This design comes from an exercise in tuning for small area, a short achievable clock period and few clock cycles on the open sky130 flow, not from production work. Where RTL was checked, it was by simulation tests only, not by an equivalence proof against the original. Power is estimated from default activity; no workload was simulated.

==> inputs of run E <==
## alu
module alu #(
    parameter INT_W  = 4,
    parameter FRAC_W = 6,
    parameter INST_W = 4,
    parameter DATA_W = INT_W + FRAC_W
)(
    input                     i_clk,
    input                     i_rst_n,
    input                     i_valid,
    input signed [DATA_W-1:0] i_data_a,
    input signed [DATA_W-1:0] i_data_b,
    input        [INST_W-1:0] i_inst,
    output                    o_valid,
    output       [DATA_W-1:0] o_data
);
export LEC_CHECK = 0
export ABC_AREA = 1
export CAP_MARGIN = 20
export CORE_MARGIN = 2
export CORE_UTILIZATION = 40
export CTS_CLUSTER_DIAMETER = 300
export CTS_CLUSTER_SIZE = 60
export SETUP_SLACK_MARGIN = 3.5
export SLEW_MARGIN = 20
create_clock -name core_clock -period 9.0 [get_ports {i_clk}]
standard.sh (not shown) runs the stock make flow with config.mk's settings and CLKGATE_MAP_FILE= SYNTH_SCRIPT=/design/flow/synth_recipe.tcl, a recipe that flattens the netlist after the stock synthesis.
==> flow/flow/run.sh <==
#!/bin/bash
# The standard layout, except that the input and output ports are buffered
# with buf_2 cells (buffer_ports otherwise picks a slow delay buffer).
set -euo pipefail
bash standard.sh "BUFFER_PORTS_ARGS=-buffer_cell sky130_fd_sc_hd__buf_2" finish > standard_flow.log 2>&1
==> run H: changes against run E <==
CTS_CLUSTER_DIAMETER = default   (was 300)
CTS_CLUSTER_SIZE = default   (was 60)
SETUP_SLACK_MARGIN = 4.5   (was 3.5)
==> qor summary <==
Run status: run H finished clean; run E finished clean
Layout Cells excl Fill: run H 1,106; run E 1,083
Global-route wire length before repair: run H 29,830 µm; run E 28,740 µm
Crit share post-route: run H 50.60%; run E 52.52%
Startpoint of the most critical register-to-register path: run H x_r[4]$_DFFE_PN0P_; run E x_r[9]$_DFFE_PN0P_
Crit path capture: run H o_data[6]; run E o_data[5]
Launch point of the critical path: run H x_r[4]$_DFFE_PN0P_; run E x_r[9]$_DFFE_PN0P_
Total via count after detailed routing: run H 5,675; run E 5,525
Post-route clock skew: run H 4.361 ps; run E 13.47 ps
Crit path time final: run H 4554 ps; run E 4727 ps
IR drop worst, VDD: run H 168.2 µV; run E 132.3 µV
Met1 Track Usage GR: run H 32.32%; run E 31.36%
Register area: run H 837.1 µm²; run E 835.8 µm²
Finished Core Util: run H 47.52%; run E 43.50%
Relative slew slack: run H 49.33%; run E 50.87%
Routability Congestion: run H 0.9641; run E 0.9783
Clk power: run H 0.000172 W; run E 0.000178 W
Via count of the first global-routing pass: run H 5,638; run E 5,518
Wire length on met1: run H 8241 µm; run E 8139 µm
Via density per instance: run H 5.131; run E 5.102
Final clock-cell share: run H 1.965%; run E 2.241%
Hold Path Sink: run H x_r[2]$_DFFE_PN0P_; run E x_r[3]$_DFFE_PN0P_
Switching component of the power: run H 0.0008684 W; run E 0.0006808 W
Clock network fraction of design power: run H 9.4%; run E 13.1%
Initial DRC Count: run H 448; run E 363
Routed met2 length: run H 8404 µm; run E 7570 µm
Fraction of layout instances using a drive strength above 1: run H 21.57%; run E 12.63%
No run of this note included a check of the RTL's function; only the layout flow was run.

==> inputs of run a <==
Another version of the RTL of alu (not shown whole).
clock: 9.0 ns
lec_check: 0
cap_margin: 20
core_margin: 2
core_utilization: 40
setup_slack_margin: 3.0
slew_margin: 20
Scripts as last shown in full above: flow/flow/run.sh
==> run b: changes against run a <==
Settings changed: SETUP_SLACK_MARGIN 3.0 to 2.5.
==> run c: changes against run a <==
==> flow/run.sh (new file) <==
#!/bin/bash
# synth_recipe.tcl (not shown) runs the flow's synth.tcl, then flattens the netlist and writes it again
# the make line also repeats each setting of config.mk as NAME=value (left out here)
make -C /OpenROAD-flow-scripts/flow DESIGN_CONFIG=/design/flow/config.mk WORK_HOME=/design/flow/orfs CLKGATE_MAP_FILE= SYNTH_SCRIPT=/design/flow/synth_recipe.tcl finish
Settings changed: SETUP_SLACK_MARGIN 3.0 to 4.
removed: flow/flow/run.sh
removed: flow/standard.sh
==> summary.txt <==
Post-route worst setup slack: run b 3.27 ns; run a 3.40 ns; run c 3.81 ns
Fraction of area in clock buffers and inverters: run b 0.0268; run a 0.0268; run c 0.0240
First-pass GRT wire length: run b 26400 um; run a 26400 um; run c 29800 um
Leakage Power: run b 0.00300 uW; run a 0.00300 uW; run c 0.00361 uW
Worst Tran Pin Value: run b 0.953 ns; run a 0.918 ns; run c 0.811 ns
Final weighted congestion in routability-driven placement: run b 1.00; run a 1.00; run c 0.888
Result of the run: run b timing/DRC/antenna clean; run a timing/DRC/antenna clean; run c timing/DRC/antenna clean
Sum of internal, switching and leakage power: run b 1750 uW; run a 1760 uW; run c 3160 uW
Beginning of the critical path: run b x_r[9]; run a x_r[9]; run c x_r[0]
Worst reg-to-reg setup slack: run b 5.19 ns; run a 5.42 ns; run c 5.36 ns
Data arrival time at the worst-slack endpoint: run b 3.93 ns; run a 3.80 ns; run c 3.39 ns
Final instance area: run b 6210 um2; run a 6210 um2; run c 7870 um2
Slowest cell on crit path: run b sky130_fd_sc_hd__xnor2_1; run a sky130_fd_sc_hd__a31oi_1; run c sky130_fd_sc_hd__fa_2
Combinational logic power: run b 1290 uW; run a 1300 uW; run c 2690 uW
Maximum single-stage delay on the critical path: run b 0.75 ns; run a 0.59 ns; run c 0.64 ns
Combinational share of power: run b 0.738; run a 0.739; run c 0.853
Wire length on met3: run b 1010 um; run a 797 um; run c 1220 um
Testbench counts of run a, summed over its fixed seeds: cycles 24,000.
Testbench counts of run b, summed over its fixed seeds: cycles 24,000.
Testbench counts of run c, summed over its fixed seeds: cycles 24,000.

## separate check: timing with driven ports
How much do the figures lean on ideal ports? The routed layouts below were timed once more, with nothing changed but the port constraints. Step 1: set_driving_cell puts a clkbuf_16 on i_clk and a buf_2 on each other input, an assumption about the parent block. Step 2 moves the port delays by t, midway between the first and last clock arrival at a register: inputs arrive t later, outputs are due t later. That takes back most of the time a late clock gives input paths. a / b / c = ideal / step 1 / step 2; a / b = the first two.
| run | t (ns) | slack for setup (ns) | worst setup path at the end | worst register clock-pin slew, ns |
|---|---|---|---|---|
| run E | 0.317 | 4.273 / 4.238 / 4.339 | input to register | 0.07 / 0.07 |
| run H | 0.315 | 4.446 / 4.411 / 4.384 | input to register | 0.06 / 0.06 |
| run a | 0.312 | 3.402 / 3.368 / 3.206 | input to register | 0.06 / 0.06 |
| run b | 0.313 | 3.270 / 3.235 / 3.219 | input to register | 0.06 / 0.06 |
| run c | 0.310 | 3.814 / 3.780 / 3.680 | input to register | 0.06 / 0.06 |
After both steps every run listed still meets setup and hold. For run a, which loses most, drivers alone change the setup slack by -0.034 ns; drivers and shift together by -0.196 ns.
